Background: an optimization exercise with open tools, aiming at small area and a short achievable clock period. Do not read the settings as production practice. The RTL was checked by simulation tests, not by an equivalence proof against the original design.

==> flow/design.v (excerpt) <==
module fp32_adder_tree_8_inputs (
    input wire clk,
    input wire rst_n,
    input wire [127:0] dvr_fp32addtree8to1_s0,
    input wire [127:0] dvr_fp32addtree8to1_s1,
    input wire [2:0] cru_fp32addtree8to1,
    output wire [127:0] dr_fp32addtree8to1_d
);
    genvar i;
    wire [7:0] sgn, hid, inf, nan;
    wire [7:0] ex [0:7];
    wire [22:0] man [0:7];
    generate
        for (i = 0; i < 8; i = i + 1) begin : unpack_gen
            fp32_unpacker u (
                .fp_in({dvr_fp32addtree8to1_s1[16*i +: 16], dvr_fp32addtree8to1_s0[16*i +: 16]}),
                .sign(sgn[i]), .exponent(ex[i]), .hidden(hid[i]), .mantissa(man[i]),
                .is_inf(inf[i]), .is_nan(nan[i]));
        end
    endgenerate
    wire pinf = |(inf & ~sgn);
    wire ninf = |(inf & sgn);
    wire res_nan = (|nan) | (pinf & ninf);
    wire res_inf = pinf | ninf;
    wire all_neg = &sgn;
    wire [7:0] x0 = ex[0];
    wire [7:0] x1 = ex[1];
    wire [7:0] x2 = ex[2];
    wire [7:0] x3 = ex[3];
    wire [7:0] x4 = ex[4];
    wire [7:0] x5 = ex[5];
    wire [7:0] x6 = ex[6];
    wire [7:0] x7 = ex[7];
    wire mx_1 = x0[0] & ~x1[0];
    wire mx_2 = x0[1] & ~x1[1];
    wire mx_3 = x0[2] & ~x1[2];
    wire mx_4 = x0[3] & ~x1[3];
    wire mx_5 = x0[4] & ~x1[4];
    wire mx_6 = x0[5] & ~x1[5];
    wire mx_7 = x0[6] & ~x1[6];
    wire mx_8 = x0[7] & ~x1[7];
    wire mx_9 = x0[0] | ~x1[0];
    wire mx_10 = x0[1] | ~x1[1];
    wire mx_11 = x0[2] | ~x1[2];
    wire mx_12 = x0[3] | ~x1[3];
    wire mx_13 = x0[4] | ~x1[4];
    wire mx_14 = x0[5] | ~x1[5];
    wire mx_15 = x0[6] | ~x1[6];
    wire mx_16 = x0[7] | ~x1[7];
  ...
For scale: roughly 4,900 cells after synthesis, roughly 390 I/O pins, roughly 30,000 µm² of cells after synthesis.
clock: 64.0 ns
lec_check: 0
abc_area: 1
cap_margin: 20
core_margin: 2
core_utilization: 40
slew_margin: 20
standard.sh (not shown) runs the stock make flow with config.mk's settings and CLKGATE_MAP_FILE= SYNTH_SCRIPT=/design/flow/synth_recipe.tcl, a recipe that flattens the netlist after the stock synthesis.
==> flow/flow/run.sh <==
#!/bin/bash
# Layout flow: ORFS, with two changes to its synthesis script and a setup
# margin for timing repair.
#  - synthesis: Yosys's generic synth step runs without its quick ABC pass, so
#    the full adders written in the RTL reach extract_fa as written (no
#    inverters around them); the final ABC mapping uses flow/abc.script.
#  - layout: standard steps; repair_timing aims at SETUP_SLACK_MARGIN; the
#    port buffers are the platform's smallest buffer.
# Each tool's output goes to ORFS's own logs (orfs/logs/...); make's output to flow.log.
set -euo pipefail
HERE=$(pwd)
FL=$HERE/flow
source $FL/params.sh
sed -e 's#^source \$::env(SCRIPTS_DIR)/synth_preamble.tcl#&\nset abc_args [lreplace $abc_args 1 1 '"$FL"'/abc.script]#' \
    -e 's#synth -top \$::env(DESIGN_NAME) -run fine: {\*}\$synth_full_args#& -noabc#' \
    $FLOW_HOME/scripts/synth.tcl > $HERE/my_synth.tcl
grep -q -- '-noabc' $HERE/my_synth.tcl
grep -q 'abc.script\]' $HERE/my_synth.tcl
sed -e "s#source \$::env(SCRIPTS_DIR)/synth.tcl#source $HERE/my_synth.tcl#" synth_recipe.tcl > my_synth_recipe.tcl
grep -q my_synth.tcl my_synth_recipe.tcl
sed -e "s#SYNTH_SCRIPT=[^ ]*#SYNTH_SCRIPT=$HERE/my_synth_recipe.tcl#" standard.sh > my_standard.sh
grep -q my_synth_recipe.tcl my_standard.sh
export SETUP_SLACK_MARGIN=$MARGIN
# every port still gets a buffer, the smallest one
export BUFFER_PORTS_ARGS="${PORTBUF:--buffer_cell sky130_fd_sc_hd__buf_1}"
bash my_standard.sh finish > flow.log 2>&1
==> flow/flow/abc.script <==
strash
dch
map -B 0.9 -a
topo
mfs
strash
dch
map -B 0.9 -D 9000
topo
mfs
strash
dch
map -B 0.9 -D 9000
topo
stime -c
==> flow/flow/params.sh <==
MARGIN=42

The first run completed with no timing, DRC or antenna violations.
Edit:
==> flow/flow/abc.script (replaced) <==
strash
dch
map -B 0.9
topo
mfs
strash
dch
map -B 0.9
topo
mfs
strash
dch
map -B 0.9
topo
mfs
strash
dch
map -B 0.9
topo
stime -c
==> flow/flow/params.sh (replaced) <==
MARGIN=42.5

=>
- sequential share of layout area is about the same
- sequential cell count stays the same

-- separate check: timing with driven ports --
No port has a modelled driver above. Below, the same layouts with a new extraction and two added sets of constraints. Step 1 assumes that a clkbuf_16 drives the clock port and a buf_2 every other input. Step 2 also shifts input and output timing later by t, the mid clock arrival at the registers, as if the neighbouring blocks saw the same clock. a / b / c = ideal / step 1 / step 2; a / b = the first two.
run	t (ns)	setup slack, ns	hold WS [ns]	cell pins on the clock port's net
the first run	0.415	42.182 / 42.210 / 41.795	12.168 / 12.144 / 12.560	1
the second run	0.420	42.695 / 42.721 / 42.300	12.179 / 12.157 / 12.577	1
After both steps every run listed still meets setup and hold. For the second run, which loses most, drivers alone change the setup slack by +0.026 ns; drivers and shift together by -0.395 ns.
